What follows belongs to an exercise in optimizing a design on an open flow for small area; a production flow would make more cautious choices.
At most, simulation tests tie the RTL to the original design; equivalence was not proved.
For runs 3 to 6, only the layout was checked, not whether the RTL still works.
The clock cells of runs 5 to 7 come from the design's own scripts or RTL, not from TritonCTS.
The clock port is modelled as an ideal driver, which makes a skipped or thinned clock tree look cheaper than it is; a real chip needs a root buffer or a tree.
No activity file was given, so power comes from the tool's default toggle rates.

$ cat flow/constraint.sdc
create_clock -name core_clock -period 100.0 [get_ports {i_Clock}]
set_input_delay 20.0000 -clock core_clock [delete_from_list [all_inputs] [get_ports {i_Clock}]]
set_output_delay 20.0000 -clock core_clock [all_outputs]
set_load 0.01 [all_outputs]
$ cat flow/config.mk
export PLATFORM = sky130hd
export DESIGN_NAME = uart_rx
export DESIGN_NICKNAME = uart_rx
export VERILOG_FILES = /design/flow/design.v
export SDC_FILE = /design/flow/constraint.sdc
export NUM_CORES = 4
export LEC_CHECK = 0
export CAP_MARGIN = 20
export CORE_MARGIN = 2
export CORE_UTILIZATION = 40
export SLEW_MARGIN = 20
$ cat flow/design.v
module uart_rx
  #(parameter CLKS_PER_BIT = 104)
  (
   input             i_Clock,
   input             i_Rst,
   input             i_Rx_Serial,
   output reg [15:0] o_Rx_Byte,
   output reg        square_wave,
   output reg        pin1,
   output reg        pin2
   );
  reg       r_Rx_Data;
  reg [3:0] r_Phase;
  reg [6:0] r_Count;
  reg [7:0] r_Byte;
  reg       r_Hi_Done;       
  reg [23:0] counter;
  reg [15:0] distB;
  reg [20:0] store;
  reg [20:0] quot;
  reg [15:0] rem;
  wire idle    = (r_Phase == 4'd0);
  wire start   = (r_Phase == 4'd1);
  wire data    = (r_Phase >= 4'd2) && (r_Phase <= 4'd9);
  wire slot8   = (r_Phase == 4'd10);
  wire stopb   = (r_Phase == 4'd11);
  wire cleanup = (r_Phase == 4'd12);
  wire c_end  = r_Count[6] & r_Count[5] & r_Count[2] & r_Count[1] & r_Count[0];
  wire c_half = r_Count[5] & r_Count[4] & r_Count[1] & r_Count[0];
  wire adv_start = start & c_half;
  wire adv_bit   = (data | slot8 | stopb) & c_end;
  wire upd       = stopb & (r_Count == 7'd0);   
  always @(posedge i_Clock) begin
    if (i_Rst) begin
      r_Rx_Data <= 1'b1;
      r_Phase   <= 4'd0;
      r_Count   <= 7'd0;
      r_Hi_Done <= 1'b0;
    end else begin
      r_Rx_Data <= i_Rx_Serial;
      r_Count   <= (idle | adv_start | adv_bit) ? 7'd0 : r_Count + 7'd1;
      if (idle) begin
        if (!r_Rx_Data) r_Phase <= 4'd1;
      end else if (adv_start) begin
        r_Phase <= r_Rx_Data ? 4'd0 : 4'd2;
      end else if (adv_bit | cleanup) begin
        r_Phase <= cleanup ? 4'd0 : r_Phase + 4'd1;
      end
      if (slot8 & c_end) r_Hi_Done <= ~r_Hi_Done;
    end
  end
  always @(posedge i_Clock)
    if (data & c_end) r_Byte <= {r_Rx_Data, r_Byte[7:1]};
  always @(posedge i_Clock) begin
    if (i_Rst)
      o_Rx_Byte <= 16'd0;
    else if (upd) begin
      if (r_Hi_Done) o_Rx_Byte[15:8] <= r_Byte;
      else           o_Rx_Byte[7:0]  <= r_Byte;
    end
  end
  localparam [20:0] DIVIDEND = 21'd1800000;
  wire [15:0] divisor = r_Hi_Done ? {o_Rx_Byte[15:8], r_Byte} : {r_Byte, o_Rx_Byte[7:0]};
  wire [6:0]  bit_no  = 7'd103 - r_Count;
  wire        nbit    = (bit_no <= 7'd20) ? DIVIDEND[bit_no[4:0]] : 1'b0;
  wire [16:0] trial   = {rem, nbit};
  wire [17:0] diff    = {1'b0, trial} - {2'b00, divisor};
  wire        qbit    = ~diff[17];
  always @(posedge i_Clock) begin
    rem   <= slot8 ? (qbit ? diff[15:0] : trial[15:0]) : 16'd0;
    quot  <= {quot[19:0], qbit};
    if (upd) store <= quot;
  end
  wire rpm_zero = (o_Rx_Byte == 16'd0);
  wire ge = rpm_zero ? (&counter)
                     : ((|counter[23:21]) | (counter[20:0] >= store));
  wire stop = (distB == 16'd65496);
  wire ev   = ge & ~stop;
  wire hi7  = (upd & r_Hi_Done) ? r_Byte[7] : o_Rx_Byte[15];
  always @(posedge i_Clock) begin
    if (i_Rst) begin
      counter     <= 24'd0;
      distB       <= 16'd0;
      square_wave <= 1'b1;
      pin1        <= 1'b0;
      pin2        <= 1'b0;
    end else if (!stop) begin
      counter <= ev ? 24'd0 : counter + 24'd1;
      if (ev) begin
        square_wave <= ~square_wave;
        pin1        <= hi7;
        pin2        <= ~hi7;
        if (square_wave) distB <= distB + 16'd1;
      end
    end
  end
endmodule
$ cat flow/run.sh
#!/bin/bash
# synth_recipe.tcl (not shown) runs the flow's synth.tcl, then flattens the netlist and writes it again
# the make line also repeats each setting of config.mk as NAME=value (left out here)
make -C /OpenROAD-flow-scripts/flow DESIGN_CONFIG=/design/flow/config.mk WORK_HOME=/design/flow/orfs CLKGATE_MAP_FILE= SYNTH_SCRIPT=/design/flow/synth_recipe.tcl finish
==> results of run 1 <==
[sequential cells by signal (all words and copies together), names as in the netlist, 4 cells and up]
| name | count |
|---|---|
| counter | 24 |
| quot | 21 |
| store | 21 |
| distB | 16 |
| o_Rx_Byte | 16 |
| rem | 16 |
| r_Byte | 8 |
| r_Count | 7 |
| r_Phase | 4 |
[final cells by class]
| cell class | count | area [um^2] |
|---|---|---|
| clock inverter | 15 | 138.9 |
| tap | 225 | 281.5 |
| multi-input combinational | 496 | 3588 |
| inverter | 37 | 138.9 |
| sequential | 138 | 3053 |
| clock buffer | 17 | 425.4 |
| fill | 1585 | 9270 |
| timing repair buffer | 23 | 220.2 |
[synthesized netlist by cell type (all sizes together), types with 2 or more instances]
| library cell | count | area share [%] |
|---|---|---|
| mux2 | 8 | 1.4 |
| and3 | 8 | 0.80 |
| o31ai | 6 | 0.65 |
| a211oi | 4 | 0.43 |
| a2111oi | 2 | 0.25 |
| nor3 | 11 | 0.87 |
| xnor2 | 22 | 2.8 |
| ha | 52 | 9.4 |
| o211ai | 4 | 0.43 |
| nand2b | 8 | 0.76 |
| nand3 | 29 | 2.1 |
| o21bai | 2 | 0.22 |
| or4 | 3 | 0.33 |
| nor2 | 91 | 6.4 |
| a41oi | 2 | 0.25 |
| nand4 | 11 | 1.4 |
| o21a | 7 | 0.76 |
| o22ai | 2 | 0.18 |
| a21oi | 35 | 2.6 |
| a21o | 9 | 0.98 |
| inv | 37 | 2.0 |
| buf | 9 | 1.4 |
| nor2b | 14 | 1.3 |
| and2 | 4 | 0.40 |
| and4 | 2 | 0.29 |
| xor2 | 18 | 2.3 |
| edfxtp | 29 | 13 |
| or2 | 5 | 0.45 |
| nor3b | 2 | 0.22 |
| a211o | 4 | 0.51 |
| dfxtp | 109 | 32 |
| nand2 | 39 | 2.1 |
| clkbuf | 14 | 0.76 |
| mux2i | 39 | 5.6 |
| or3 | 6 | 0.54 |
| o21ai | 16 | 1.2 |
| a31o | 2 | 0.25 |
| nor4 | 13 | 1.6 |
| a31oi | 3 | 0.27 |
[how the worst min path moves through the flow]
stage                       endpoint  cells after the start
detailed placement   quot[8]$_DFF_P_                      0
global route        quot[19]$_DFF_P_                      0
finish               quot[6]$_DFF_P_                      0
CTS                  quot[6]$_DFF_P_                      0
global placement    quot[20]$_DFF_P_                      0
floorplan           quot[10]$_DFF_P_                      0
[per-layer routing]
layer / GRT usage, % / share of wire (%) / routed length, um
met5: 0 / 0 / 0
met2: 27.55 / 49 / 6959
met1: 19.82 / 46 / 6429
met4: 5.845 / 1.6 / 229
met3: 4.227 / 3.2 / 449
[power by group through the flow]
stage                      Clock, W  Combinational (W)  Sequential (W)
after floorplan                   0         0.00000320       0.0000584
after global placement            0         0.00000354       0.0000586
after detailed placement          0         0.00000369       0.0000586
after CTS                 0.0000612         0.00000371       0.0000573
after global routing      0.0000636         0.00000421       0.0000574
final                     0.0000600         0.00000374       0.0000574
[kinds of logic (layout without fill, tap and decap cells)]
family          Yosys count  count (layout)  share of synthesized area [%]
buf+inv                  60              92                          4.157
compound gates          103             103                          9.561
xor+xnor                 40              40                          5.060
flops                   138             138                          44.10
simple gates            253             253                          20.44
mux                      47              47                          6.994
fa+ha+maj                53              53                          9.687
[through the flow]
stage	power, W	setup slack, ns	instance area [um^2]	hold slack [ns]
floorplan	0.00006165	79.28	6923	0.3265
global placement	0.00006209	78.17	7282	0.3291
detailed placement	0.00006227	78.13	7282	0.3329
CTS	0.0001223	78.53	7846	0.3463
global route	0.0001251	78.39	7846	0.3531
finish	0.0001211	78.54	7846	0.3426
==> reports/qor.csv, run 1 <==
stage,metric,value,unit
status,status,"complete, no violations",
timing,"Slew Viols, Final",0,
worst_hold_path,Hold Path Origin,quot[5]$_DFF_P_,
logic_synthesis,top_reg_cell synth,dfxtp_1,
placement,Port Buf Inserts,21,
logic_synthesis,Post-Synthesis Cells,694,
grt,largest net degree at the start of global routing,52,
clock_tree,Root Buffer,clkbuf_16,
final_layout,final core utilization,45.84,%
route,routed vias,4944,
power,sw frac,23.25,%
power,clock network power share,49.5,%
critical_path,CP Class,register to primary output,
route,DRT Wirelength,14070,um
route,DRC errors left,0,
final_layout,"commonest non-fill, non-tap cell in the layout",dfxtp_1,
timing,Slew Limit Headroom,34.83,%
logic_synthesis,Async SR Flop Fraction,0,%
critical_path,end point of the critical path,square_wave,
floorplanning,die width,135.6,um
timing,Sum Neg Setup Slack,0,ns
power,leakage power,2.974,nW
critical_path,worst r2r dst,rem[13]$_SDFF_PN0_,
power,PD cells,15.43,nW/um^2
timing,unrepaired setup endpoints after global routing,no,
power,register share of total power,47.4,%
critical_path,crit path buf inv count,1,
critical_path,R2R setup slack,95.80,ns
final_layout,Area Overhead vs Synth,13.34,%
timing,Final setup viols,0,
timing,clk_skew,0.005572,ns
critical_path,Critical Path Source Type,register,
clock_tree,Clock transition at path regs,0.06,ns
logic_synthesis,syn_area_per_cell,9.975,um^2
route,Routed WL per cell,14.79,um
timing,endpoints failing hold,0,
floorplanning,FP Rows,48,
grt,Congestion Overflow GR,0,
critical_path,WP depth,1,
placement,dpl cells,919,
critical_path,CP peak stage delay,0.59,ns
clock_tree,CTS Buffer Depth,2,
timing,min Tclk post-route,21.46,ns
route,Final ANT Viol Nets,0,
logic_synthesis,post-synthesis sequential area ratio,44.10,%
power,part of the power in combinational logic,3.1,%
placement,post-DP HPWL,10060,um
final_layout,layout cells sized above 1,11.16,%
critical_path,FF-to-FF Start,r_Count[3]$_SDFF_PP0_,
floorplanning,Core Area,17120,um^2
clock_tree,CTS tree,yes,
logic_synthesis,Synth Net Count,750,
critical_path,Worst Path Arrival,1.46,ns
clock_tree,CTS resizes,0,
critical_path,Crit path max-delay family,buffers and inverters,
route,Via density,5.199,
critical_path,Worst path slowest cell,clkdlybuf4s50_1,
route,detailed-router iteration count before antenna repair,5,
grt,first-pass GRT wire length,23440,um
critical_path,CP Cell Sequence,clkdlybuf4s50_1,
clock_tree,hold_buf cts,0,
logic_synthesis,Synth cell types,68,
critical_path,FF-to-FF path depth,16,
floorplanning,IO Count,22,
logic_synthesis,"EDFF count, synth",29,
timing,fmax,46.59,MHz
critical_path,Worst Path Max Fanout,7,
power,VDD IR-drop max,0.01135,mV
timing,Slew @ Worst Pin,0.9755,ns
power,NetSw,0.00002814,W
final_layout,Ant. Diodes,0,
logic_synthesis,"FF+latch count, synth",138,
flow_run,Max-cap violations,0,
final_layout,fin cells,951,
power,internal power,0.00009291,W
grt,vias in the first global route,4813,
route,Initial DRC Count,297,
grt,initial antenna violation count,0,
final_layout,# nets final,769,
clock_tree,clock sinks,138,
worst_hold_path,hold crit path type,register to register,
floorplanning,Die Y,135.6,um
critical_path,Worst Setup End Kind,primary output,
floorplanning,Die Area,18380,um^2
clock_tree,H-tree Lvls,4,
critical_path,worst path required time,80.00,ns
clock_tree,clock buffer count from CTS,17,
grt,gr usage total,16.21,%
floorplanning,Starting Density,40.45,%
placement,final RePlAce weighted congestion,0.8092,
logic_synthesis,post-synthesis cell area,6923,um^2
critical_path,Setup crit start,square_wave$_SDFFE_PP1P_,
clock_tree,setup bufs post-CTS,0,
final_layout,most frequent cells in the layout,"109 x dfxtp_1, 71 x nor2_1, 52 x ha_1",
logic_synthesis,Yosys warning count,1,
timing,part of the cycle the worst path needs,21.46,%
clock_tree,worst skew pair latency,0.43,ns
==> inputs of run 2 (changes only) <==
--- a/flow/config.mk
+++ b/flow/config.mk
@@ -5,7 +5,9 @@
 export SDC_FILE = /design/flow/constraint.sdc
 export NUM_CORES = 4
 export LEC_CHECK = 0
+export ABC_AREA = 1
 export CAP_MARGIN = 20
 export CORE_MARGIN = 2
-export CORE_UTILIZATION = 40
+export CORE_UTILIZATION = 60
+export CTS_BUF_LIST = sky130_fd_sc_hd__clkbuf_2 sky130_fd_sc_hd__clkbuf_4 sky130_fd_sc_hd__clkbuf_8
 export SLEW_MARGIN = 20
==> reports/qor.csv, run 2 <==
stage,metric,value,unit
status,status,"complete, no violations",
timing,min Tclk post-route,21.54,ns
placement,post-DP HPWL,11390,um
final_layout,Largest Register,counter,
route,Initial DRC Count,405,
clock_tree,hold_buf cts,0,
power,PD cells,14.23,nW/um^2
logic_synthesis,Post-Synthesis Cells,944,
logic_synthesis,"count leader, synth",nand2_1,
clock_tree,Root Buffer,clkbuf_8,
critical_path,CP Cell Sequence,clkdlybuf4s50_1,
timing,unrepaired setup endpoints after global routing,no,
critical_path,worst path required time,80.00,ns
placement,final RePlAce weighted congestion,0.8639,
grt,first-pass GRT wire length,26350,um
route,Via density,5.388,
floorplanning,FP Rows,40,
logic_synthesis,Synth Net Count,1000,
critical_path,Worst Path Arrival,1.54,ns
logic_synthesis,top_reg_cell synth,dfxtp_1,
power,leakage power,3.489,nW
worst_hold_path,hold crit path type,register to register,
logic_synthesis,"EDFF count, synth",29,
final_layout,Area Overhead vs Synth,9.374,%
timing,"Slew Viols, Final",0,
timing,clk_skew,0.01274,ns
clock_tree,CTS tree,yes,
route,detailed-router iteration count before antenna repair,6,
clock_tree,setup bufs post-CTS,0,
floorplanning,IO Count,22,
grt,gr usage total,25.41,%
power,VDD IR-drop max,0.01081,mV
floorplanning,Die Area,13070,um^2
critical_path,CP Class,register to primary output,
timing,fmax,46.42,MHz
floorplanning,die width,114.3,um
final_layout,layout cells sized above 1,6.748,%
logic_synthesis,Synth top area share,29.89,%
final_layout,Filler cells,1027,
clock_tree,H-tree Lvls,4,
route,DRT Wirelength,15610,um
final_layout,max reg flops,24,
logic_synthesis,Yosys top cell by area,dfxtp_1,
floorplanning,Core Area,11960,um^2
route,Final ANT Viol Nets,0,
clock_tree,Clock transition at path regs,0.09,ns
power,power consumption,0.0001136,W
final_layout,Largest regs,"counter (24), quot (21), store (21)",
logic_synthesis,Synth cell types,43,
timing,Sum Neg Setup Slack,0,ns
critical_path,Crit path max-delay family,buffers and inverters,
critical_path,R2R setup slack,96.51,ns
grt,initial antenna violation count,0,
logic_synthesis,Synth area leaders,"dfxtp_1 30%, edfxtp_1 12%, nand2_1 9.7%",
grt,vias in the first global route,5791,
final_layout,most frequent cells in the layout,"188 x nand2_1, 139 x inv_1, 109 x dfxtp_1",
critical_path,Worst path slowest cell,clkdlybuf4s50_1,
final_layout,post-layout instance area,7985,um^2
grt,largest net degree at the start of global routing,34,
logic_synthesis,Async SR Flop Fraction,0,%
final_layout,Ant. Diodes,0,
logic_synthesis,post-synthesis sequential area ratio,41.82,%
clock_tree,worst skew pair latency,0.45,ns
critical_path,crit path buf inv count,1,
placement,Port Buf Inserts,21,
route,DRC errors left,0,
floorplanning,Starting Density,61.04,%
final_layout,# nets final,1021,
logic_synthesis,post-synthesis cell area,7301,um^2
route,Routed WL per cell,13.87,um
grt,Congestion Overflow GR,0,
timing,Slew @ Worst Pin,0.9427,ns
clock_tree,clock buffer count from CTS,17,
critical_path,Worst Setup End Kind,primary output,
route,routed vias,6062,
critical_path,CP peak stage delay,0.60,ns
logic_synthesis,Yosys warning count,1,
clock_tree,clock sinks,138,
timing,Final setup viols,0,
logic_synthesis,synth cell count leaders,"188 x nand2_1, 139 x inv_1, 109 x dfxtp_1",
clock_tree,CTS resizes,0,
final_layout,final core utilization,66.76,%
final_layout,"commonest non-fill, non-tap cell in the layout",nand2_1,
timing,endpoints failing hold,0,
critical_path,Worst Path Max Fanout,8,
logic_synthesis,"FF+latch count, synth",138,
timing,Slew Limit Headroom,37.08,%
flow_run,Max-cap violations,0,
floorplanning,Die Y,114.3,um
timing,part of the cycle the worst path needs,21.54,%
logic_synthesis,syn_area_per_cell,7.734,um^2
placement,Placed Area,7576,um^2
clock_tree,CTS Buffer Depth,2,
critical_path,Critical Path Source Type,register,
## run 2: changes by cell type after synthesis, moves of 18 or more
cell / previous run / this run
mux2i_1: 39 / 0
inv_1: 37 / 139
a21oi_1: 34 / 66
nor2_1: 71 / 99
o21ai_0: 16 / 56
nand3_1: 29 / 47
nand2_1: 39 / 188
nand4_1: 9 / 28
## run 2: layout make-up
class | count | area [um^2] | share of cell area, %
tap | 147 | 183.9 | 2.303
timing repair buffer | 23 | 225.2 | 2.820
inverter | 143 | 536.8 | 6.722
sequential | 138 | 3053 | 38.23
clock inverter | 14 | 161.4 | 2.021
clock buffer | 18 | 247.7 | 3.102
multi-input combinational | 642 | 3577 | 44.80
## run 2: logic make-up after synthesis
| group | share of synthesized area [%] |
|---|---|
| AO/OA/AOI/OAI | 10.27 |
| XOR/XNOR | 2.999 |
| adder cells (fa/ha/maj) | 9.186 |
| buffers and inverters | 9.186 |
| flip-flops | 41.82 |
| AND/OR/NAND/NOR | 26.55 |
## run 2: worst paths after layout
| kind | startpoint | to | cells after the start |
|---|---|---|---|
| setup / recovery | square_wave$_SDFFE_PP1P_ | square_wave | 1 |
| hold / removal | quot[17]$_DFF_P_ | quot[18]$_DFF_P_ | 0 |
| setup reg to reg | r_Count[3]$_SDFF_PP0_ | rem[12]$_SDFF_PN0_ | 19 |
| hold reg to reg | quot[17]$_DFF_P_ | quot[18]$_DFF_P_ | 0 |
## run 2: stage by stage
stage                     worst slack (ns)  cells  hold slack [ns]
after floorplan                      79.06    944           0.3265
after global placement               78.10   1093           0.3298
after detailed placement             78.03   1093           0.3362
after CTS                            78.44   1125           0.3515
after global routing                 78.37   1125           0.3613
final                                78.46   1125           0.3460
## run 2: metal layers
metal	global-route usage [%]	part of all wire [%]	vias up
li1	-	-	3138
met1	32.43	46	2760
met2	42.10	48	141
met3	5.611	4.6	23
met4	10.00	1.9	0
met5	0	0	-
## run 2: power breakdown
group / switching, W / internal [W] / total (W)
combinational: 0.00000553 / 0.00000298 / 0.00000851
sequential: 0.00000101 / 0.0000573 / 0.0000583
clock: 0.0000235 / 0.0000233 / 0.0000468
==> inputs of run 3 (changes only) <==
==> flow/design.v (replaced) <==
module uart_rx
  #(parameter CLKS_PER_BIT = 104)
  (
   input             i_Clock,
   input             i_Rst,
   input             i_Rx_Serial,
   output reg [15:0] o_Rx_Byte,
   output reg        square_wave,
   output reg        pin1,
   output reg        pin2
   );
  reg       r_Rx_Data;
  reg [3:0] r_Phase;
  reg [6:0] r_Count;         
  reg [7:0] r_Byte;
  reg       r_Hi_Done;       
  reg [23:0] counter;
  reg [15:0] steps;          
  reg [20:0] store;
  reg [20:0] quot;
  reg [15:0] rem;
  wire idle    = (r_Phase == 4'd0);
  wire start   = (r_Phase == 4'd1);
  wire data    = (r_Phase >= 4'd2) && (r_Phase <= 4'd9);
  wire slot8   = (r_Phase == 4'd10);
  wire stopb   = (r_Phase == 4'd11);
  wire cleanup = (r_Phase == 4'd12);
  wire c_zero = (r_Count == 7'd0);
  wire c_top  = r_Count[6] & r_Count[5] & r_Count[2] & r_Count[1] & r_Count[0];
  wire adv_start = start & c_zero;
  wire adv_bit   = (data | slot8 | stopb) & c_zero;
  wire upd       = stopb & c_top;        
  always @(posedge i_Clock) begin
    if (i_Rst) begin
      r_Rx_Data <= 1'b1;
      r_Phase   <= 4'd0;
      r_Hi_Done <= 1'b0;
    end else begin
      r_Rx_Data <= i_Rx_Serial;
      if (idle) begin
        if (!r_Rx_Data) r_Phase <= 4'd1;
      end else if (adv_start) begin
        r_Phase <= r_Rx_Data ? 4'd0 : 4'd2;
      end else if (adv_bit | cleanup) begin
        r_Phase <= cleanup ? 4'd0 : r_Phase + 4'd1;
      end
      if (slot8 & c_zero) r_Hi_Done <= ~r_Hi_Done;
    end
  end
  always @(posedge i_Clock)
    r_Count <= idle ? 7'd51 : c_zero ? 7'd103 : r_Count - 7'd1;
  always @(posedge i_Clock)
    if (data & c_zero) r_Byte <= {r_Rx_Data, r_Byte[7:1]};
  always @(posedge i_Clock) begin
    if (i_Rst)
      o_Rx_Byte <= 16'd0;
    else if (upd) begin
      if (r_Hi_Done) o_Rx_Byte[15:8] <= r_Byte;
      else           o_Rx_Byte[7:0]  <= r_Byte;
    end
  end
  localparam [31:0] DIVIDEND = 32'd1800000;
  wire [15:0] divisor = r_Hi_Done ? {o_Rx_Byte[15:8], r_Byte} : {r_Byte, o_Rx_Byte[7:0]};
  wire        nbit    = ~r_Count[6] & ~r_Count[5] & DIVIDEND[r_Count[4:0]];
  wire [16:0] trial   = {rem, nbit};
  wire [17:0] diff    = {1'b0, trial} - {2'b00, divisor};
  wire        qbit    = ~diff[17];
  always @(posedge i_Clock) begin
    rem  <= slot8 ? (qbit ? diff[15:0] : trial[15:0]) : 16'd0;
    quot <= {quot[19:0], qbit};
    if (upd) store <= quot;
  end
  localparam [15:0] STEPS_SEED = 16'hFFFF;
  localparam [15:0] STEPS_STOP = 16'h9097;   
  wire rpm_zero = (o_Rx_Byte == 16'd0);
  wire ge = rpm_zero ? (&counter)
                     : ((|counter[23:21]) | (counter[20:0] >= store));
  wire stop = (steps == STEPS_STOP);
  wire ev   = ge & ~stop;
  wire hi7  = (upd & r_Hi_Done) ? r_Byte[7] : o_Rx_Byte[15];
  always @(posedge i_Clock) begin
    if (i_Rst) begin
      counter     <= 24'd0;
      steps       <= STEPS_SEED;
      square_wave <= 1'b1;
      pin1        <= 1'b0;
      pin2        <= 1'b0;
    end else begin
      counter <= ev ? 24'd0 : counter + 24'd1;
      if (ev) begin
        square_wave <= ~square_wave;
        pin1        <= hi7;
        pin2        <= ~hi7;
        if (square_wave)
          steps <= {steps[14:0], steps[15] ^ steps[14] ^ steps[12] ^ steps[3]};
      end
    end
  end
endmodule
==> flow/config.mk (replaced) <==
export PLATFORM = sky130hd
export DESIGN_NAME = uart_rx
export DESIGN_NICKNAME = uart_rx
export VERILOG_FILES = /design/flow/design.v
export SDC_FILE = /design/flow/constraint.sdc
export NUM_CORES = 4
export LEC_CHECK = 0
export CAP_MARGIN = 20
export CORE_MARGIN = 2
export CORE_UTILIZATION = 40
export SLEW_MARGIN = 20
==> reports/qor.csv, run 3 <==
stage,metric,value,unit
critical_path,CP peak stage delay,0.59,ns
clock_tree,Root Buffer,clkbuf_16,
critical_path,Critical Path Source Type,register,
clock_tree,clock sinks,138,
grt,largest net degree at the start of global routing,44,
placement,final RePlAce weighted congestion,0.8459,
grt,Congestion Overflow GR,0,
worst_hold_path,Hold Path Origin,quot[6]$_DFF_P_,
clock_tree,clock buffer count from CTS,17,
critical_path,R2R setup slack,96.10,ns
timing,fmax,46.62,MHz
floorplanning,IO Count,22,
placement,Placed Area,6919,um^2
route,Routed WL per cell,14.29,um
route,DRT Wirelength,12890,um
grt,gr usage total,15.98,%
clock_tree,setup bufs post-CTS,0,
placement,post-DP HPWL,9437,um
clock_tree,worst skew pair latency,0.42,ns
logic_synthesis,"EDFF count, synth",29,
clock_tree,Clock transition at path regs,0.06,ns
logic_synthesis,Post-Synthesis Cells,645,
critical_path,WP depth,1,
floorplanning,Die Y,131.6,um
route,Final ANT Viol Nets,0,
grt,first-pass GRT wire length,22390,um
final_layout,layout cells sized above 1,6.706,%
critical_path,Worst Path Max Fanout,4,
timing,clk_skew,0.01136,ns
logic_synthesis,Synth top area share,33.51,%
logic_synthesis,Synth area leaders,"dfxtp_1 34%, edfxtp_1 13%, mux2i_1 9.1%",
logic_synthesis,Yosys top cell by area,dfxtp_1,
power,leakage power,2.855,nW
logic_synthesis,post-synthesis sequential area ratio,46.89,%
final_layout,Area Overhead vs Synth,14.53,%
clock_tree,CTS resizes,0,
worst_hold_path,Hold Path Depth,0,
placement,Port Buf Inserts,21,
critical_path,crit path buf inv count,1,
critical_path,Crit path max-delay family,buffers and inverters,
critical_path,CP Cell Sequence,clkdlybuf4s50_1,
floorplanning,FP Rows,46,
timing,part of the cycle the worst path needs,21.45,%
worst_hold_path,hold path endpoint,quot[7]$_DFF_P_,
timing,Slew @ Worst Pin,0.8155,ns
route,DRC errors left,0,
critical_path,worst r2r dst,rem[1]$_SDFF_PP0_,
logic_synthesis,Synth cell types,61,
critical_path,Worst path slowest cell,clkdlybuf4s50_1,
timing,unrepaired setup endpoints after global routing,no,
placement,dpl cells,870,
status,status,"complete, no violations",
clock_tree,CTS tree,yes,
final_layout,max reg flops,24,
logic_synthesis,"count leader, synth",dfxtp_1,
timing,min Tclk post-route,21.45,ns
critical_path,CP Class,register to primary output,
final_layout,post-layout instance area,7457,um^2
route,Via density,5.160,
logic_synthesis,post-synthesis cell area,6511,um^2
final_layout,# nets final,723,
logic_synthesis,Synth Net Count,695,
logic_synthesis,top_reg_cell synth,dfxtp_1,
clock_tree,CTS Buffer Depth,2,
logic_synthesis,Async SR Flop Fraction,0,%
timing,endpoints failing hold,0,
critical_path,worst path required time,80.00,ns
route,detailed-router iteration count before antenna repair,6,
logic_synthesis,"FF+latch count, synth",138,
critical_path,Worst Setup End Kind,primary output,
final_layout,final core utilization,46.94,%
final_layout,most frequent cells in the layout,"109 x dfxtp_1, 97 x nor2_1, 59 x mux2i_1",
final_layout,Largest Register,counter,
power,VDD IR-drop max,0.01196,mV
logic_synthesis,syn_area_per_cell,10.09,um^2
clock_tree,hold_buf cts,0,
route,routed vias,4654,
timing,Slew Limit Headroom,45.63,%
final_layout,"commonest non-fill, non-tap cell in the layout",dfxtp_1,
logic_synthesis,Yosys warning count,1,
timing,"Slew Viols, Final",0,
clock_tree,H-tree Lvls,4,
timing,Sum Neg Setup Slack,0,ns
floorplanning,die width,131.6,um
timing,Final setup viols,0,
flow_run,Max-cap violations,0,
critical_path,FF-to-FF Start,r_Hi_Done$_SDFFE_PP0P_,
critical_path,Worst Path Arrival,1.45,ns
final_layout,Largest regs,"counter (24), quot (21), store (21)",
final_layout,fin cells,902,
critical_path,FF-to-FF path depth,11,
floorplanning,Core Area,15890,um^2
logic_synthesis,synth cell count leaders,"109 x dfxtp_1, 97 x nor2_1, 59 x mux2i_1",
power,PD cells,15.64,nW/um^2
grt,vias in the first global route,4711,
worst_hold_path,hold crit path type,register to register,
final_layout,Filler cells,1519,
floorplanning,Starting Density,40.99,%
final_layout,Ant. Diodes,0,
route,Initial DRC Count,214,
floorplanning,Die Area,17310,um^2
grt,initial antenna violation count,0,
[run 3: cell count changes after synthesis, moves of 7 or more]
| cell | previous run | this run |
|---|---|---|
| mux2i_1 | 0 | 59 |
| nand4_1 | 28 | 14 |
| o21ai_0 | 56 | 10 |
| nor3_1 | 19 | 10 |
| a211oi_1 | 1 | 8 |
| a21oi_1 | 66 | 29 |
| inv_1 | 139 | 38 |
| nand2_1 | 188 | 35 |
| nand3_1 | 47 | 19 |
| nand3_2 | 14 | 0 |
[run 3: per-layer routing]
metal | vias up | track usage, % | wire [um]
met4 | 0 | 6.159 | 133
met1 | 2243 | 19.73 | 6031
met2 | 59 | 26.88 | 6407
met5 | - | 0 | 0
met3 | 10 | 3.935 | 318
li1 | 2342 | - | -
[run 3: cells by family (layout without fill, tap and decap cells)]
| family | after synthesis | in the layout | synth area share, % |
|---|---|---|---|
| simple gates | 223 | 223 | 17.18 |
| flops | 138 | 138 | 46.89 |
| compound gates | 85 | 85 | 8.725 |
| mux | 60 | 60 | 9.243 |
| buf+inv | 55 | 96 | 3.843 |
| fa+ha+maj | 47 | 47 | 9.147 |
| xor+xnor | 37 | 37 | 4.977 |
[run 3: worst max path at each step]
stage / start / to / slack [ns]
2_1_floorplan: i_Rst / o_Rx_Byte[0]$_SDFFE_PP0P_ / 79.05
3_3_place_gp: i_Rst / counter[7]$_SDFF_PP0_ / 78.20
3_5_place_dp: i_Rst / counter[23]$_SDFF_PP0_ / 78.14
6_report: o_Rx_Byte[10]$_SDFFE_PP0P_ / o_Rx_Byte[10] / 78.55
4_1_cts: o_Rx_Byte[10]$_SDFFE_PP0P_ / o_Rx_Byte[10] / 78.55
5_1_grt: i_Rst / counter[21]$_SDFF_PP0_ / 78.43
[run 3: per-stage QoR]
stage / hold slack (ns) / setup WS (ns) / total power [W]
finish: 0.3456 / 78.55 / 0.0001166
global route: 0.3519 / 78.43 / 0.0001214
CTS: 0.3459 / 78.55 / 0.0001180
detailed placement: 0.3327 / 78.14 / 0.00006093
global placement: 0.3287 / 78.20 / 0.00006080
floorplan: 0.3265 / 79.05 / 0.00006031
[run 3: final cells by class]
| class | instances | area (um^2) | area share, % |
|---|---|---|---|
| clock buffer | 19 | 432.9 | 5.805 |
| timing repair buffer | 24 | 232.7 | 3.121 |
| multi-input combinational | 452 | 3213 | 43.09 |
| tap | 216 | 270.3 | 3.624 |
| clock inverter | 13 | 105.1 | 1.409 |
| sequential | 138 | 3053 | 40.94 |
| inverter | 40 | 150.1 | 2.013 |
[run 3: where the power goes]
part           leakage (nW)  internal, W  switching, W
clock network         0.255    0.0000338     0.0000231
logic                  1.46  0.000000891    0.00000155
registers              1.14    0.0000569   0.000000383
==> inputs of run 4 (changes only) <==
==> flow/flow/run.sh (new file) <==
#!/bin/bash
# Standard ORFS layout with a lighter clock tree (no dummy loads, small
# buffers), minimum-size port buffers and power recovery (downsizing).
set -euo pipefail
export CTS_ARGS="-sink_clustering_enable -repair_clock_nets -dont_use_dummy_load -buf_list sky130_fd_sc_hd__clkbuf_8 -sink_clustering_size 30 -sink_clustering_max_diameter 60"
export BUFFER_PORTS_ARGS="-buffer_cell sky130_fd_sc_hd__buf_1"
export RECOVER_POWER=100
bash standard.sh > flow_make.log 2>&1
==> flow/standard.sh (new file) <==
#!/bin/bash
# synth_recipe.tcl (not shown) runs the flow's synth.tcl, then flattens the netlist and writes it again
# the make line also repeats each setting of config.mk as NAME=value (left out here)
make -C /OpenROAD-flow-scripts/flow DESIGN_CONFIG=/design/flow/config.mk WORK_HOME=/design/flow/orfs CLKGATE_MAP_FILE= SYNTH_SCRIPT=/design/flow/synth_recipe.tcl "${@:-finish}"
removed: flow/run.sh
==> reports/qor.csv, run 4 <==
stage,metric,value,unit
route,routed vias,4515,
route,Initial DRC Count,295,
status,Failing Checks,"max-capacitance violations, max-slew violations",
logic_synthesis,"EDFF count, synth",29,
logic_synthesis,"count leader, synth",dfxtp_1,
clock_tree,CTS tree,yes,
grt,first-pass GRT wire length,21580,um
final_layout,Area Overhead vs Synth,7.168,%
logic_synthesis,Async SR Flop Fraction,0,%
timing,Sum Neg Setup Slack,0,ns
critical_path,CP Cell Sequence,clkbuf_1 > or2_0 > nor2_1,
route,Routed WL per cell,14.21,um
clock_tree,H-tree Lvls,4,
timing,Final setup viols,0,
clock_tree,Clock transition at path regs,0.07,ns
timing,fmax,44.92,MHz
final_layout,# nets final,721,
route,detailed-router iteration count before antenna repair,5,
flow_run,Max-cap violations,1,
grt,gr usage total,15.62,%
placement,final RePlAce weighted congestion,0.8880,
timing,min Tclk post-route,22.26,ns
timing,worst hold slack,0.3383,ns
final_layout,max reg flops,24,
logic_synthesis,Synth area leaders,"dfxtp_1 34%, edfxtp_1 13%, mux2i_1 9.1%",
critical_path,Worst path slowest cell,clkbuf_1,
grt,largest net degree at the start of global routing,44,
timing,Slew Limit Headroom,-19.67,%
power,PD cells,13.22,nW/um^2
floorplanning,Die Y,131.6,um
critical_path,Critical Path Source Type,input pin,
logic_synthesis,post-synthesis cell area,6511,um^2
timing,"Slew Viols, Final",44,
logic_synthesis,syn_area_per_cell,10.09,um^2
logic_synthesis,Post-Synthesis Cells,645,
final_layout,Ant. Diodes,0,
floorplanning,IO Count,22,
clock_tree,CTS resizes,0,
critical_path,Worst Setup End Kind,register,
final_layout,most frequent cells in the layout,"109 x dfxtp_1, 97 x nor2_1, 59 x mux2i_1",
floorplanning,FP Rows,46,
clock_tree,hold_buf cts,0,
route,DRC errors left,0,
timing,clk_skew,0.01933,ns
final_layout,Largest Register,counter,
logic_synthesis,synth cell count leaders,"109 x dfxtp_1, 97 x nor2_1, 59 x mux2i_1",
clock_tree,Root Buffer,clkbuf_8,
final_layout,multi-input logic area,3188,um^2
route,metal2 WL,5833,um
floorplanning,Core Area,15890,um^2
placement,dpl cells,868,
logic_synthesis,Yosys warning count,1,
status,status,failed layout checks,
power,VDD IR-drop max,0.009436,mV
critical_path,CP peak stage delay,1.26,ns
grt,initial antenna violation count,0,
placement,post-DP HPWL,9218,um
route,DRT Wirelength,12570,um
grt,vias in the first global route,4457,
final_layout,layout cells sized above 1,3.886,%
power,leakage power,2.656,nW
logic_synthesis,"FF+latch count, synth",138,
clock_tree,clock sinks,138,
route,Via density,5.102,
logic_synthesis,Yosys top cell by area,dfxtp_1,
final_layout,fin cells,885,
floorplanning,die width,131.6,um
logic_synthesis,top_reg_cell synth,dfxtp_1,
critical_path,Worst Path Arrival,22.53,ns
final_layout,Filler cells,1568,
timing,unrepaired setup endpoints after global routing,no,
logic_synthesis,post-synthesis sequential area ratio,46.89,%
logic_synthesis,Synth Net Count,695,
clock_tree,worst skew pair latency,0.44,ns
logic_synthesis,Synth cell types,61,
final_layout,Sequential Area,3053,um^2
worst_hold_path,hold crit path type,register to register,
final_layout,Largest regs,"counter (24), quot (21), store (21)",
floorplanning,Starting Density,40.99,%
placement,Port Buf Inserts,21,
critical_path,CP Class,input pin to register,
timing,part of the cycle the worst path needs,22.26,%
timing,Slew @ Worst Pin,1.795,ns
route,Metal-1 WL,6089,um
route,met3 wirelength from detailed routing,404,um
clock_tree,CTS Buffer Depth,2,
clock_tree,clock buffer count from CTS,17,
floorplanning,Die Area,17310,um^2
grt,Congestion Overflow GR,0,
timing,endpoints failing hold,0,
route,Final ANT Viol Nets,0,
final_layout,"commonest non-fill, non-tap cell in the layout",dfxtp_1,
route,Top Layer Used,met4,
critical_path,worst path required time,100.27,ns
logic_synthesis,Synth top area share,33.51,%
critical_path,Worst Path Max Fanout,43,
clock_tree,setup bufs post-CTS,0,
-- run 4: through the flow --
| stage | util, % | cell area, um^2 | setup slack, ns | total power, W |
|---|---|---|---|---|
| 6_report | 43.93 | 6978 | 77.74 | 0.00009223 |
| 5_1_grt | 43.93 | 6978 | 77.44 | 0.00009650 |
| 4_1_cts | 44.12 | 7008 | 78.78 | 0.00009389 |
| 3_5_place_dp | 42.64 | 6774 | 78.31 | 0.00006085 |
| 3_3_place_gp | 42.64 | 6774 | 78.38 | 0.00006074 |
| 2_1_floorplan | - | 6511 | 79.05 | 0.00006031 |
-- run 4: path summary, 6_finish.rpt --
kind	from	end	depth (start not counted)	slack, ns
worst max-delay path	i_Rst	counter[3]$_SDFF_PP0_	3	77.74
worst min-delay path	quot[4]$_DFF_P_	quot[5]$_DFF_P_	0	0.34
worst max register to register	r_Hi_Done$_SDFFE_PP0P_	rem[1]$_SDFF_PP0_	10	95.42
worst min register to register	quot[4]$_DFF_P_	quot[5]$_DFF_P_	0	0.34
-- run 4: critical path, delay by kind of cell --
kind	cells	cell delay [ns]
buffers and inverters	1	1.26
and+or+nand+nor	2	1.24
-- run 4: per-layer routing --
metal	track usage (%)	vias up
met5	0	-
met4	7.246	0
met3	3.356	16
met2	25.19	69
met1	19.98	2114
li1	-	2316
-- run 4: cell families after synthesis --
| family | after synthesis | synth area share (%) |
|---|---|---|
| and+or+nand+nor | 223 | 17.18 |
| DFF | 138 | 46.89 |
| AOI/OAI and AO/OA | 85 | 8.725 |
| muxes | 60 | 9.243 |
| buffers and inverters | 55 | 3.843 |
| adders and majority gates | 47 | 9.147 |
| xor gates and xnor gates | 37 | 4.977 |
-- run 4: layout make-up --
| type | instances | share of cell area [%] |
|---|---|---|
| multi-input cells | 452 | 45.69 |
| flip-flops and latches | 138 | 43.75 |
| well taps | 216 | 3.873 |
| clock buffers | 17 | 3.353 |
| inverters | 40 | 2.152 |
| repair buffers | 22 | 1.183 |
-- run 4: where the power goes --
part	leakage (nW)	internal [W]	switching (W)	total [W]
logic	1.39	0.000000805	0.00000151	0.00000232
registers	1.14	0.0000569	0.000000388	0.0000572
clock network	0.122	0.0000149	0.0000177	0.0000327
==> inputs of run 5 (changes only) <==
==> flow/flow/run.sh (replaced) <==
#!/bin/bash
# ORFS layout (the standard.sh) with two changes: the clock tree is built
# by hand (one root buffer and a few leaf buffers, see cts_hook.tcl) and the
# port buffers are the smallest buffer cell.
set -euo pipefail
here=$(pwd)
export PRE_CTS_TCL=$here/flow/cts_hook.tcl
export MCTS_NBUF=8
export MCTS_BCELL=sky130_fd_sc_hd__clkbuf_8
export MCTS_RCELL=sky130_fd_sc_hd__clkbuf_16
export BUFFER_PORTS_ARGS="-buffer_cell sky130_fd_sc_hd__buf_1"
bash standard.sh > $here/flow_make.log 2>&1
==> flow/flow/cts_hook.tcl (new file) <==
# Manual clock buffering: the clock port drives one root buffer, which drives
# nbuf leaf buffers (or the registers directly when nbuf is 0); registers are
# split among the leaves by position.
proc manual_cts {nbuf bcell {rcell sky130_fd_sc_hd__clkbuf_16}} {
  set block [ord::get_db_block]
  set port_net [$block findNet i_Clock]
  set sinks {}
  foreach it [$port_net getITerms] {
    if {[$it isInputSignal]} { lappend sinks $it }
  }
  set master [[ord::get_db] findMaster $rcell]
  set root [odb::dbInst_create $block $master clkroot]
  set rnet [odb::dbNet_create $block clknet_root]
  $rnet setSigType CLOCK
  [$root findITerm A] connect $port_net
  [$root findITerm X] connect $rnet
  # centroid of sinks
  set n [llength $sinks]
  set sx 0; set sy 0
  foreach it $sinks {
    set b [[$it getInst] getBBox]
    set sx [expr {$sx + ([$b xMin] + [$b xMax]) / 2}]
    set sy [expr {$sy + ([$b yMin] + [$b yMax]) / 2}]
  }
  set cx [expr {$sx / $n}]; set cy [expr {$sy / $n}]
  $root setLocation $cx $cy
  $root setPlacementStatus PLACED
  if {$nbuf == 0} {
    foreach it $sinks { $it disconnect; $it connect $rnet }
    return
  }
  # split sinks into nbuf groups by angle around the centroid
  set lst {}
  foreach it $sinks {
    set b [[$it getInst] getBBox]
    set x [expr {([$b xMin] + [$b xMax]) / 2 - $cx}]
    set y [expr {([$b yMin] + [$b yMax]) / 2 - $cy}]
    lappend lst [list [expr {atan2($y, $x)}] $it $x $y]
  }
  set lst [lsort -real -index 0 $lst]
  set bm [[ord::get_db] findMaster $bcell]
  for {set k 0} {$k < $nbuf} {incr k} {
    set lo [expr {$k * $n / $nbuf}]; set hi [expr {($k + 1) * $n / $nbuf}]
    set buf [odb::dbInst_create $block $bm clkleaf_$k]
    set net [odb::dbNet_create $block clknet_leaf_$k]
    $net setSigType CLOCK
    [$buf findITerm A] connect $rnet
    [$buf findITerm X] connect $net
    set gx 0; set gy 0
    for {set i $lo} {$i < $hi} {incr i} {
      set e [lindex $lst $i]
      set it [lindex $e 1]
      $it disconnect; $it connect $net
      set gx [expr {$gx + [lindex $e 2]}]; set gy [expr {$gy + [lindex $e 3]}]
    }
    set m [expr {$hi - $lo}]
    $buf setLocation [expr {int($cx + $gx / $m)}] [expr {int($cy + $gy / $m)}]
    $buf setPlacementStatus PLACED
  }
}

# ORFS's cts.tcl calls clock_tree_synthesis after this hook; build the tree
# by hand instead (one root buffer, a few leaf buffers).
rename clock_tree_synthesis tritoncts_unused
proc clock_tree_synthesis {args} {
  manual_cts $::env(MCTS_NBUF) $::env(MCTS_BCELL) $::env(MCTS_RCELL)
}
==> reports/qor.csv, run 5 <==
stage,metric,value,unit
power,clock network power share,30.1,%
worst_hold_path,hold crit path type,register to register,
floorplanning,Starting Density,40.99,%
logic_synthesis,"count leader, synth",dfxtp_1,
logic_synthesis,Synth Net Count,695,
route,Initial DRC Count,269,
grt,vias in the first global route,4381,
grt,initial antenna violation count,0,
logic_synthesis,Async SR Flop Fraction,0,%
final_layout,Filler cells,1555,
critical_path,Worst Setup End Kind,register,
placement,Port Buf Inserts,21,
power,sw frac,21.62,%
placement,Placed Area,6774,um^2
timing,unrepaired setup endpoints after global routing,no,
clock_tree,Clock transition at path regs,0.11,ns
clock_tree,setup bufs post-CTS,0,
critical_path,worst path required time,100.22,ns
clock_tree,CTS resizes,0,
power,NetSw,0.00001842,W
route,routed vias,4502,
final_layout,Largest regs,"counter (24), quot (21), store (21)",
floorplanning,IO Count,22,
grt,largest net degree at the start of global routing,44,
timing,clk_skew,0.01553,ns
route,DRC errors left,0,
logic_synthesis,syn_area_per_cell,10.09,um^2
power,PD cells,12.33,nW/um^2
final_layout,most frequent cells in the layout,"109 x dfxtp_1, 97 x nor2_1, 59 x mux2i_1",
final_layout,"commonest non-fill, non-tap cell in the layout",dfxtp_1,
final_layout,Area Overhead vs Synth,6.111,%
critical_path,CP Cell Sequence,clkbuf_2 > or2_1 > nor2_1,
power,internal power,0.00006677,W
timing,part of the cycle the worst path needs,21.31,%
timing,"Slew Viols, Final",0,
timing,setup ws final,78.69,ns
critical_path,crit path buf inv count,1,
final_layout,Sequential Area,3053,um^2
grt,gr usage total,14.37,%
clock_tree,hold_buf cts,0,
logic_synthesis,Synth top area share,33.51,%
timing,Slew @ Worst Pin,1.132,ns
final_layout,post-layout instance area,6909,um^2
final_layout,max reg flops,24,
timing,Sum Neg Setup Slack,0,ns
power,VDD IR-drop max,0.007406,mV
timing,Final setup viols,0,
power,part of the power in combinational logic,2.8,%
final_layout,Largest Register,counter,
power,power consumption,0.00008519,W
floorplanning,Core Area,15890,um^2
placement,final RePlAce weighted congestion,0.8880,
logic_synthesis,Yosys warning count,1,
final_layout,# nets final,713,
placement,post-DP HPWL,9218,um
route,detailed-router iteration count before antenna repair,4,
final_layout,layout cells sized above 1,4.085,%
timing,endpoints failing hold,0,
power,leakage power,2.614,nW
critical_path,Worst Path Max Fanout,43,
grt,first-pass GRT wire length,21320,um
logic_synthesis,Post-Synthesis Cells,645,
timing,fmax,46.93,MHz
timing,worst hold slack,0.3451,ns
route,Via density,5.133,
critical_path,Crit path max-delay family,simple AND/OR/NAND/NOR gates,
logic_synthesis,Synth area leaders,"dfxtp_1 34%, edfxtp_1 13%, mux2i_1 9.1%",
timing,min Tclk post-route,21.31,ns
route,DRT Wirelength,12590,um
power,register share of total power,67.2,%
floorplanning,Die Area,17310,um^2
logic_synthesis,Synth cell types,61,
critical_path,CP Class,input pin to register,
placement,Post-Place Worst Slack,78.31,ns
route,Routed WL per cell,14.35,um
logic_synthesis,post-synthesis cell area,6511,um^2
critical_path,Worst path slowest cell,or2_1,
flow_run,Max-cap violations,0,
logic_synthesis,"FF+latch count, synth",138,
route,Final ANT Viol Nets,0,
final_layout,Ant. Diodes,0,
critical_path,Critical Path Source Type,input pin,
grt,Congestion Overflow GR,0,
timing,Slew Limit Headroom,24.43,%
logic_synthesis,synth cell count leaders,"109 x dfxtp_1, 97 x nor2_1, 59 x mux2i_1",
logic_synthesis,Yosys top cell by area,dfxtp_1,
logic_synthesis,top_reg_cell synth,dfxtp_1,
final_layout,multi-input logic area,3213,um^2
logic_synthesis,"EDFF count, synth",29,
floorplanning,Die Y,131.6,um
logic_synthesis,post-synthesis sequential area ratio,46.89,%
critical_path,CP peak stage delay,0.76,ns
critical_path,Worst Path Arrival,21.53,ns
floorplanning,die width,131.6,um
status,status,"complete, no violations",
floorplanning,FP Rows,46,
clock_tree,worst skew pair latency,0.36,ns
==> run 5: cell counts after synthesis <==
Identical to the previous run, type by type.
==> run 5: per-stage QoR <==
step           std cells  util (%)
6_report             877     43.49
5_1_grt              877     43.49
4_1_cts              877     43.49
3_5_place_dp         868     42.64
3_3_place_gp         868     42.64
2_1_floorplan        645         -
==> run 5: layer usage <==
metal | track usage, % | up-vias | wire, um | share of wire, %
met1 | 19.93 | 2117 | 6127 | 49
met5 | 0 | - | 0 | 0
li1 | - | 2304 | - | -
met4 | 1.993 | 0 | 219 | 1.7
met2 | 25.07 | 65 | 5889 | 47
met3 | 1.119 | 16 | 351 | 2.8
==> run 5: worst paths after layout <==
kind,start,end,slack [ns],cells after the start
max,i_Rst,counter[17]$_SDFF_PP0_,78.69,3
min,quot[14]$_DFF_P_,quot[15]$_DFF_P_,0.35,0
max reg2reg,r_Hi_Done$_SDFFE_PP0P_,rem[1]$_SDFF_PP0_,96.04,10
min reg2reg,quot[14]$_DFF_P_,quot[15]$_DFF_P_,0.35,0
==> run 5: cells by family (layout without fill, tap and decap cells) <==
logic type | count (synthesis) | in the layout | synth area share [%]
buffers and inverters | 55 | 71 | 3.843
adder cells (fa/ha/maj) | 47 | 47 | 9.147
XOR/XNOR | 37 | 37 | 4.977
flip-flops | 138 | 138 | 46.89
multiplexers | 60 | 60 | 9.243
AND/OR/NAND/NOR | 223 | 223 | 17.18
AO/OA/AOI/OAI | 85 | 85 | 8.725
==> run 5: final cells by class <==
cell class | count | share of cell area [%]
inverter | 40 | 2.173
buffer | 9 | 1.956
tap | 216 | 3.912
multi-input combinational | 452 | 46.50
timing repair buffer | 22 | 1.268
sequential | 138 | 44.19
==> run 5: power by group through the flow <==
stage                 logic, W  clock network, W  registers (W)
floorplan           0.00000193                 0      0.0000584
global placement    0.00000227                 0      0.0000585
detailed placement  0.00000237                 0      0.0000585
CTS                 0.00000238         0.0000185      0.0000585
global route        0.00000271         0.0000291      0.0000573
finish              0.00000237         0.0000256      0.0000572
==> inputs of run 6 (changes only) <==
--- a/flow/config.mk
+++ b/flow/config.mk
@@ -7,5 +7,5 @@
 export LEC_CHECK = 0
 export CAP_MARGIN = 20
 export CORE_MARGIN = 2
-export CORE_UTILIZATION = 40
+export CORE_UTILIZATION = 65
 export SLEW_MARGIN = 20
==> reports/qor.csv, run 6 <==
stage,metric,value,unit
timing,min Tclk post-route,21.30,ns
critical_path,worst r2r dst,rem[1]$_SDFF_PP0_,
logic_synthesis,"EDFF count, synth",29,
grt,gr usage total,22.94,%
critical_path,FF-to-FF Start,r_Hi_Done$_SDFFE_PP0P_,
placement,Port Buf Inserts,21,
logic_synthesis,Synth top area share,33.51,%
power,internal power,0.00006675,W
grt,met1 global-route usage,29.02,%
worst_hold_path,hold path endpoint,quot[20]$_DFF_P_,
critical_path,R2R setup slack,96.25,ns
clock_tree,setup bufs post-CTS,0,
final_layout,Ant. Diodes,0,
timing,unrepaired setup endpoints after global routing,no,
timing,part of the cycle the worst path needs,21.30,%
power,part of the power in combinational logic,2.8,%
power,PD cells,12.38,nW/um^2
route,routed vias,4526,
clock_tree,hold_buf cts,0,
critical_path,Worst Path Arrival,21.50,ns
floorplanning,IO Count,22,
floorplanning,Core Area,9729,um^2
timing,Sum Neg Setup Slack,0,ns
grt,Congestion Overflow GR,0,
placement,dpl cells,786,
timing,clk_skew,0.01124,ns
placement,Placed Area,6678,um^2
timing,Slew @ Worst Pin,0.8241,ns
power,register share of total power,67.8,%
final_layout,fin cells,795,
floorplanning,FP Rows,36,
grt,GR peak layer,met2,
final_layout,most frequent cells in the layout,"109 x dfxtp_1, 97 x nor2_1, 59 x mux2i_1",
critical_path,Critical Path Source Type,input pin,
route,DRC errors left,0,
grt,largest net degree at the start of global routing,44,
floorplanning,die width,104.1,um
route,Final ANT Viol Nets,0,
route,Initial DRC Count,214,
logic_synthesis,Post-Synthesis Cells,645,
final_layout,layout cells sized above 1,4.230,%
logic_synthesis,post-synthesis cell area,6511,um^2
timing,endpoints failing hold,0,
logic_synthesis,synth cell count leaders,"109 x dfxtp_1, 97 x nor2_1, 59 x mux2i_1",
power,VDD IR-drop max,0.006714,mV
logic_synthesis,post-synthesis sequential area ratio,46.89,%
timing,Slew Limit Headroom,45.06,%
timing,"Slew Viols, Final",0,
power,clock network power share,29.4,%
route,DRT Wirelength,12260,um
logic_synthesis,top_reg_cell synth,dfxtp_1,
logic_synthesis,Yosys warning count,1,
final_layout,# nets final,714,
final_layout,Area Overhead vs Synth,4.631,%
route,Routed WL per cell,15.42,um
critical_path,worst path required time,100.20,ns
power,leakage power,2.619,nW
timing,Final setup viols,0,
clock_tree,worst skew pair latency,0.35,ns
critical_path,Worst Setup End Kind,register,
critical_path,CP peak stage delay,0.73,ns
final_layout,max reg flops,24,
floorplanning,Die Area,10830,um^2
grt,vias in the first global route,4467,
logic_synthesis,Yosys top cell by area,dfxtp_1,
grt,M3 GR Usage,1.817,%
critical_path,Worst path slowest cell,or2_1,
power,NetSw,0.00001758,W
critical_path,Setup crit start,i_Rst,
final_layout,Largest regs,"counter (24), quot (21), store (21)",
logic_synthesis,Synth cell types,61,
logic_synthesis,"FF+latch count, synth",138,
final_layout,Largest Register,counter,
worst_hold_path,Hold Path Depth,0,
status,status,"complete, no violations",
final_layout,"commonest non-fill, non-tap cell in the layout",dfxtp_1,
route,detailed-router iteration count before antenna repair,4,
clock_tree,Clock transition at path regs,0.10,ns
placement,Post-Place Worst Slack,78.35,ns
logic_synthesis,Synth Net Count,695,
critical_path,Worst Path Max Fanout,43,
critical_path,CP Cell Sequence,clkbuf_2 > or2_1 > nor2_1,
timing,fmax,46.96,MHz
flow_run,Max-cap violations,0,
logic_synthesis,syn_area_per_cell,10.09,um^2
critical_path,FF-to-FF path depth,11,
grt,first-pass GRT wire length,21040,um
placement,final RePlAce weighted congestion,0.8790,
grt,met2 Usage GRT,42.62,%
timing,setup ws final,78.70,ns
worst_hold_path,Hold Path Origin,quot[19]$_DFF_P_,
placement,post-DP HPWL,9048,um
logic_synthesis,Synth area leaders,"dfxtp_1 34%, edfxtp_1 13%, mux2i_1 9.1%",
final_layout,post-layout instance area,6813,um^2
critical_path,CP Class,input pin to register,
route,Via density,5.693,
floorplanning,Die Y,104.1,um
worst_hold_path,hold crit path type,register to register,
logic_synthesis,"count leader, synth",dfxtp_1,
final_layout,Filler cells,786,
grt,initial antenna violation count,0,
clock_tree,CTS resizes,0,
power,sw frac,20.85,%
logic_synthesis,Async SR Flop Fraction,0,%
floorplanning,Starting Density,66.92,%
## run 6: cell counts after synthesis
Identical to the previous run, type by type.
## run 6: worst max path at each step
stage,end,slack (ns),cells after the start
floorplan,o_Rx_Byte[0]$_SDFFE_PP0P_,79.05,4
global placement,counter[7]$_SDFF_PP0_,78.40,3
detailed placement,counter[7]$_SDFF_PP0_,78.35,3
CTS,counter[7]$_SDFF_PP0_,78.35,3
global route,counter[14]$_SDFF_PP0_,78.53,3
finish,counter[7]$_SDFF_PP0_,78.70,3
## run 6: cell type report
type	instances	area (um^2)	share of cell area, %
repair buffers	23	95.09	1.396
multi-input cells	452	3213	47.16
well taps	133	166.4	2.443
inverters	40	150.1	2.204
flip-flops and latches	138	3053	44.81
plain buffers	9	135.1	1.983
## run 6: logic make-up (layout without fill, tap and decap cells)
logic type                 count (synthesis)  after routing  synth area share (%)
AOI/OAI and AO/OA                         85             85                 8.725
xor gates and xnor gates                  37             37                 4.977
adders and majority gates                 47             47                 9.147
buffers and inverters                     55             72                 3.843
DFF                                      138            138                 46.89
muxes                                     60             60                 9.243
and+or+nand+nor                          223            223                 17.18
## run 6: per-stage QoR
stage	power, W	hold WS, ns	utilization (%)
2_1_floorplan	0.00006031	0.3265	-
3_3_place_gp	0.00006072	0.3287	68.63
3_5_place_dp	0.00006084	0.3351	68.63
4_1_cts	0.00007936	0.3351	70.02
5_1_grt	0.00008754	0.3612	70.02
6_report	0.00008434	0.3482	70.02
## run 6: power by group through the flow
stage	Sequential, W	Combinational (W)	Clock, W
after detailed placement	0.0000585	0.00000236	0
after floorplan	0.0000584	0.00000193	0
after CTS	0.0000585	0.00000237	0.0000185
final	0.0000572	0.00000236	0.0000248
after global routing	0.0000573	0.00000272	0.0000275
after global placement	0.0000585	0.00000225	0
## run 6: routing by layer
metal	vias up	routed length (um)	share of wire, %
li1	2290	-	-
met1	2153	5350	44
met2	61	6229	51
met3	22	393	3.2
met4	0	289	2.4
met5	-	0	0
## run 6: critical path: cells and delay by family
family	cells	cell delay [ns]
and+or+nand+nor	2	0.86
buffers and inverters	1	0.62
==> inputs of run 7 (changes only) <==
--- a/flow/design.v
+++ b/flow/design.v
@@ -63,8 +63,18 @@
   wire [15:0] divisor = r_Hi_Done ? {o_Rx_Byte[15:8], r_Byte} : {r_Byte, o_Rx_Byte[7:0]};
   wire        nbit    = ~r_Count[6] & ~r_Count[5] & DIVIDEND[r_Count[4:0]];
   wire [16:0] trial   = {rem, nbit};
-  wire [17:0] diff    = {1'b0, trial} - {2'b00, divisor};
-  wire        qbit    = ~diff[17];
+  wire [17:0] borrow;
+  wire [16:0] diff;
+  assign borrow[0] = 1'b0;
+  genvar gi;
+  generate
+    for (gi = 0; gi < 17; gi = gi + 1) begin : g_sub
+      wire dv = (gi < 16) ? divisor[gi] : 1'b0;
+      assign diff[gi]     = trial[gi] ^ dv ^ borrow[gi];
+      assign borrow[gi+1] = (~trial[gi] & dv) | (~trial[gi] & borrow[gi]) | (dv & borrow[gi]);
+    end
+  endgenerate
+  wire        qbit    = ~borrow[17];
   always @(posedge i_Clock) begin
     rem  <= slot8 ? (qbit ? diff[15:0] : trial[15:0]) : 16'd0;
     quot <= {quot[19:0], qbit};
@@ -73,8 +83,15 @@
   localparam [15:0] STEPS_SEED = 16'hFFFF;
   localparam [15:0] STEPS_STOP = 16'h9097;   
   wire rpm_zero = (o_Rx_Byte == 16'd0);
+  wire [21:0] cb;
+  assign cb[0] = 1'b0;
+  generate
+    for (gi = 0; gi < 21; gi = gi + 1) begin : g_cmp
+      assign cb[gi+1] = (~counter[gi] & store[gi]) | (~(counter[gi] ^ store[gi]) & cb[gi]);
+    end
+  endgenerate
   wire ge = rpm_zero ? (&counter)
-                     : ((|counter[23:21]) | (counter[20:0] >= store));
+                     : ((|counter[23:21]) | ~cb[21]);
   wire stop = (steps == STEPS_STOP);
   wire ev   = ge & ~stop;
   wire hi7  = (upd & r_Hi_Done) ? r_Byte[7] : o_Rx_Byte[15];
--- a/flow/config.mk
+++ b/flow/config.mk
@@ -7,5 +7,5 @@
 export LEC_CHECK = 0
 export CAP_MARGIN = 20
 export CORE_MARGIN = 2
-export CORE_UTILIZATION = 65
+export CORE_UTILIZATION = 40
 export SLEW_MARGIN = 20
==> reports/qor.csv, run 7 <==
stage,metric,value,unit
logic_synthesis,"FF+latch count, synth",138,
critical_path,CP peak stage delay,0.76,ns
power,NetSw,0.00002129,W
placement,Placed Area,6307,um^2
route,Top Layer Used,met4,
clock_tree,CTS resizes,0,
final_layout,Largest regs,"counter (24), quot (21), store (21)",
power,leakage power,2.331,nW
floorplanning,Core Area,15030,um^2
final_layout,"commonest non-fill, non-tap cell in the layout",dfxtp_1,
final_layout,# nets final,627,
timing,Final setup viols,0,
timing,"Slew Viols, Final",0,
logic_synthesis,post-synthesis cell area,6097,um^2
timing,unrepaired setup endpoints after global routing,no,
logic_synthesis,Async SR Flop Fraction,0,%
grt,first-pass GRT wire length,18950,um
logic_synthesis,Yosys top cell by area,dfxtp_1,
route,Initial DRC Count,192,
route,detailed-router iteration count before antenna repair,4,
critical_path,Worst Setup End Kind,register,
route,metal2 WL,5000,um
logic_synthesis,Synth top area share,35.79,%
critical_path,CP Class,input pin to register,
timing,min Tclk post-route,21.35,ns
timing,Sum Neg Setup Slack,0,ns
logic_synthesis,Synth Net Count,615,
timing,part of the cycle the worst path needs,21.35,%
clock_tree,worst skew pair latency,0.35,ns
grt,initial antenna violation count,0,
final_layout,most frequent cells in the layout,"109 x dfxtp_1, 95 x nor2_1, 43 x inv_1",
power,part of the power in combinational logic,7.5,%
floorplanning,Die Y,127.5,um
logic_synthesis,"count leader, synth",dfxtp_1,
floorplanning,Die Area,16250,um^2
logic_synthesis,Yosys warning count,1,
final_layout,layout cells sized above 1,7.972,%
timing,fmax,46.85,MHz
route,Final ANT Viol Nets,0,
final_layout,Ant. Diodes,0,
route,DRT Wirelength,10850,um
timing,Slew Limit Headroom,29.90,%
power,internal power,0.00006866,W
logic_synthesis,synth cell count leaders,"109 x dfxtp_1, 96 x nor2_1, 43 x inv_1",
timing,Slew @ Worst Pin,1.051,ns
placement,Port Buf Inserts,21,
placement,final RePlAce weighted congestion,0.7563,
critical_path,crit path buf inv count,1,
critical_path,CP Cell Sequence,clkbuf_2 > or3_1 > nor2_1,
power,power consumption,0.00008996,W
critical_path,Worst Path Max Fanout,44,
logic_synthesis,syn_area_per_cell,10.75,um^2
logic_synthesis,top_reg_cell synth,dfxtp_1,
status,status,"complete, no violations",
clock_tree,Clock transition at path regs,0.10,ns
floorplanning,Starting Density,40.56,%
placement,post-DP HPWL,7778,um
grt,largest net degree at the start of global routing,45,
logic_synthesis,Post-Synthesis Cells,567,
flow_run,Max-cap violations,0,
placement,dpl cells,755,
power,PD cells,13.93,nW/um^2
timing,clk_skew,0.01637,ns
grt,gr usage total,13.67,%
route,routed vias,3833,
final_layout,Largest Register,counter,
floorplanning,die width,127.5,um
critical_path,Worst Path Arrival,21.55,ns
power,clock network power share,27.8,%
clock_tree,setup bufs post-CTS,0,
critical_path,worst path required time,100.21,ns
clock_tree,hold_buf cts,0,
power,register share of total power,64.7,%
logic_synthesis,Synth cell types,57,
logic_synthesis,"EDFF count, synth",29,
critical_path,Critical Path Source Type,input pin,
final_layout,max reg flops,24,
logic_synthesis,Synth area leaders,"dfxtp_1 36%, edfxtp_1 14%, ha_1 6.2%",
final_layout,post-layout instance area,6456,um^2
logic_synthesis,post-synthesis sequential area ratio,50.07,%
critical_path,Worst path slowest cell,or3_1,
route,Via density,5.010,
route,met3 wirelength from detailed routing,372,um
final_layout,Area Overhead vs Synth,5.890,%
final_layout,fin cells,765,
worst_hold_path,hold crit path type,register to register,
final_layout,Filler cells,1383,
critical_path,Crit path max-delay family,simple AND/OR/NAND/NOR gates,
floorplanning,IO Count,22,
route,Metal-1 WL,5255,um
route,Routed WL per cell,14.18,um
timing,endpoints failing hold,0,
route,DRC errors left,0,
power,sw frac,23.67,%
grt,Congestion Overflow GR,0,
power,VDD IR-drop max,0.007121,mV
grt,vias in the first global route,3927,
floorplanning,FP Rows,45,
## run 7: cell types whose count changed after synthesis, sizes merged, moves of 9 or more
| cell | before | now |
|---|---|---|
| mux2i | 59 | 32 |
| a21oi | 29 | 10 |
| xor2 | 23 | 5 |
| ha | 46 | 30 |
| mux2 | 1 | 17 |
| fa | 1 | 15 |
| nand2 | 35 | 23 |
| a211oi | 8 | 19 |
| o21ai | 17 | 8 |
| xnor2 | 14 | 23 |
## run 7: area by class of cell
cell class	count	area (um^2)	area share [%]
tap	188	235.2	3.643
multi-input combinational	365	2780	43.06
sequential	138	3053	47.29
buffer	9	135.1	2.093
timing repair buffer	22	91.34	1.415
inverter	43	161.4	2.500
## run 7: path summary, 6_finish.rpt
path	startpoint	end	slack [ns]	cells after the start
setup / recovery	i_Rst	counter[9]$_SDFF_PP0_	78.65	3
hold / removal	quot[12]$_DFF_P_	quot[13]$_DFF_P_	0.35	0
setup reg to reg	r_Hi_Done$_SDFFE_PP0P_	rem[2]$_SDFF_PP0_	91.64	20
hold reg to reg	quot[12]$_DFF_P_	quot[13]$_DFF_P_	0.35	0
## run 7: logic make-up after synthesis
| family | synth area share [%] |
|---|---|
| simple gates | 15.10 |
| mux | 8.393 |
| fa+ha+maj | 11.08 |
| buf+inv | 4.412 |
| compound gates | 6.916 |
| xor+xnor | 4.022 |
| flops | 50.07 |
## run 7: routing by layer
metal | GRT usage, % | vias to the layer above
met2 | 23.40 | 54
met1 | 19.12 | 1816
met4 | 2.327 | 0
met5 | 0 | -
met3 | 1.382 | 15
li1 | - | 1948
## run 7: power by group through the flow
stage / sequential (W) / combinational [W] / clock [W]
4_1_cts: 0.0000594 / 0.00000661 / 0.0000185
5_1_grt: 0.0000583 / 0.00000758 / 0.0000284
6_report: 0.0000582 / 0.00000674 / 0.0000251
2_1_floorplan: 0.0000592 / 0.00000539 / 0
3_3_place_gp: 0.0000594 / 0.00000617 / 0
3_5_place_dp: 0.0000594 / 0.00000657 / 0
## run 7: per-stage QoR
step	hold WS [ns]	setup WS, ns	util, %
after global routing	0.3631	78.53	42.95
after global placement	0.3317	78.34	41.96
after detailed placement	0.3345	78.31	41.96
final	0.3471	78.65	42.95
after floorplan	0.3265	79.05	-
after CTS	0.3377	78.30	42.85

-- afterwards: timing with drivers on the ports --
How much do the figures lean on ideal ports? The routed layouts below were timed once more, with nothing changed but the port constraints. Step 1: set_driving_cell puts a clkbuf_16 on i_Clock and a buf_2 on each other input, an assumption about the parent block. Step 2 also shifts input and output timing later by t, the mid clock arrival at the registers, as if the neighbouring blocks saw the same clock. Slacks: ideal / step 1 / step 2; pairs: ideal / step 1.
| run | shift t [ns] | setup WS [ns] | worst setup path after step 2 | latest minus earliest clock arrival (ns) |
|---|---|---|---|---|
| run 1 | 0.464 | 78.537 / 78.496 / 78.127 | input to register | 0.005 / 0.006 |
| run 2 | 0.483 | 78.458 / 78.422 / 78.016 | input to register | 0.013 / 0.012 |
| run 3 | 0.450 | 78.550 / 78.510 / 78.167 | input to register | 0.015 / 0.015 |
| run 4 | 0.473 | 77.741 / 77.745 / 77.272 | input to register | 0.019 / 0.019 |
| run 5 | 0.393 | 78.690 / 78.711 / 78.318 | input to register | 0.015 / 0.015 |
| run 6 | 0.380 | 78.704 / 78.722 / 78.342 | input to register | 0.012 / 0.012 |
| run 7 | 0.382 | 78.653 / 78.675 / 78.293 | input to register | 0.019 / 0.019 |
For run 4, which loses most, drivers alone change the setup slack by +0.004 ns; drivers and shift together by -0.469 ns.
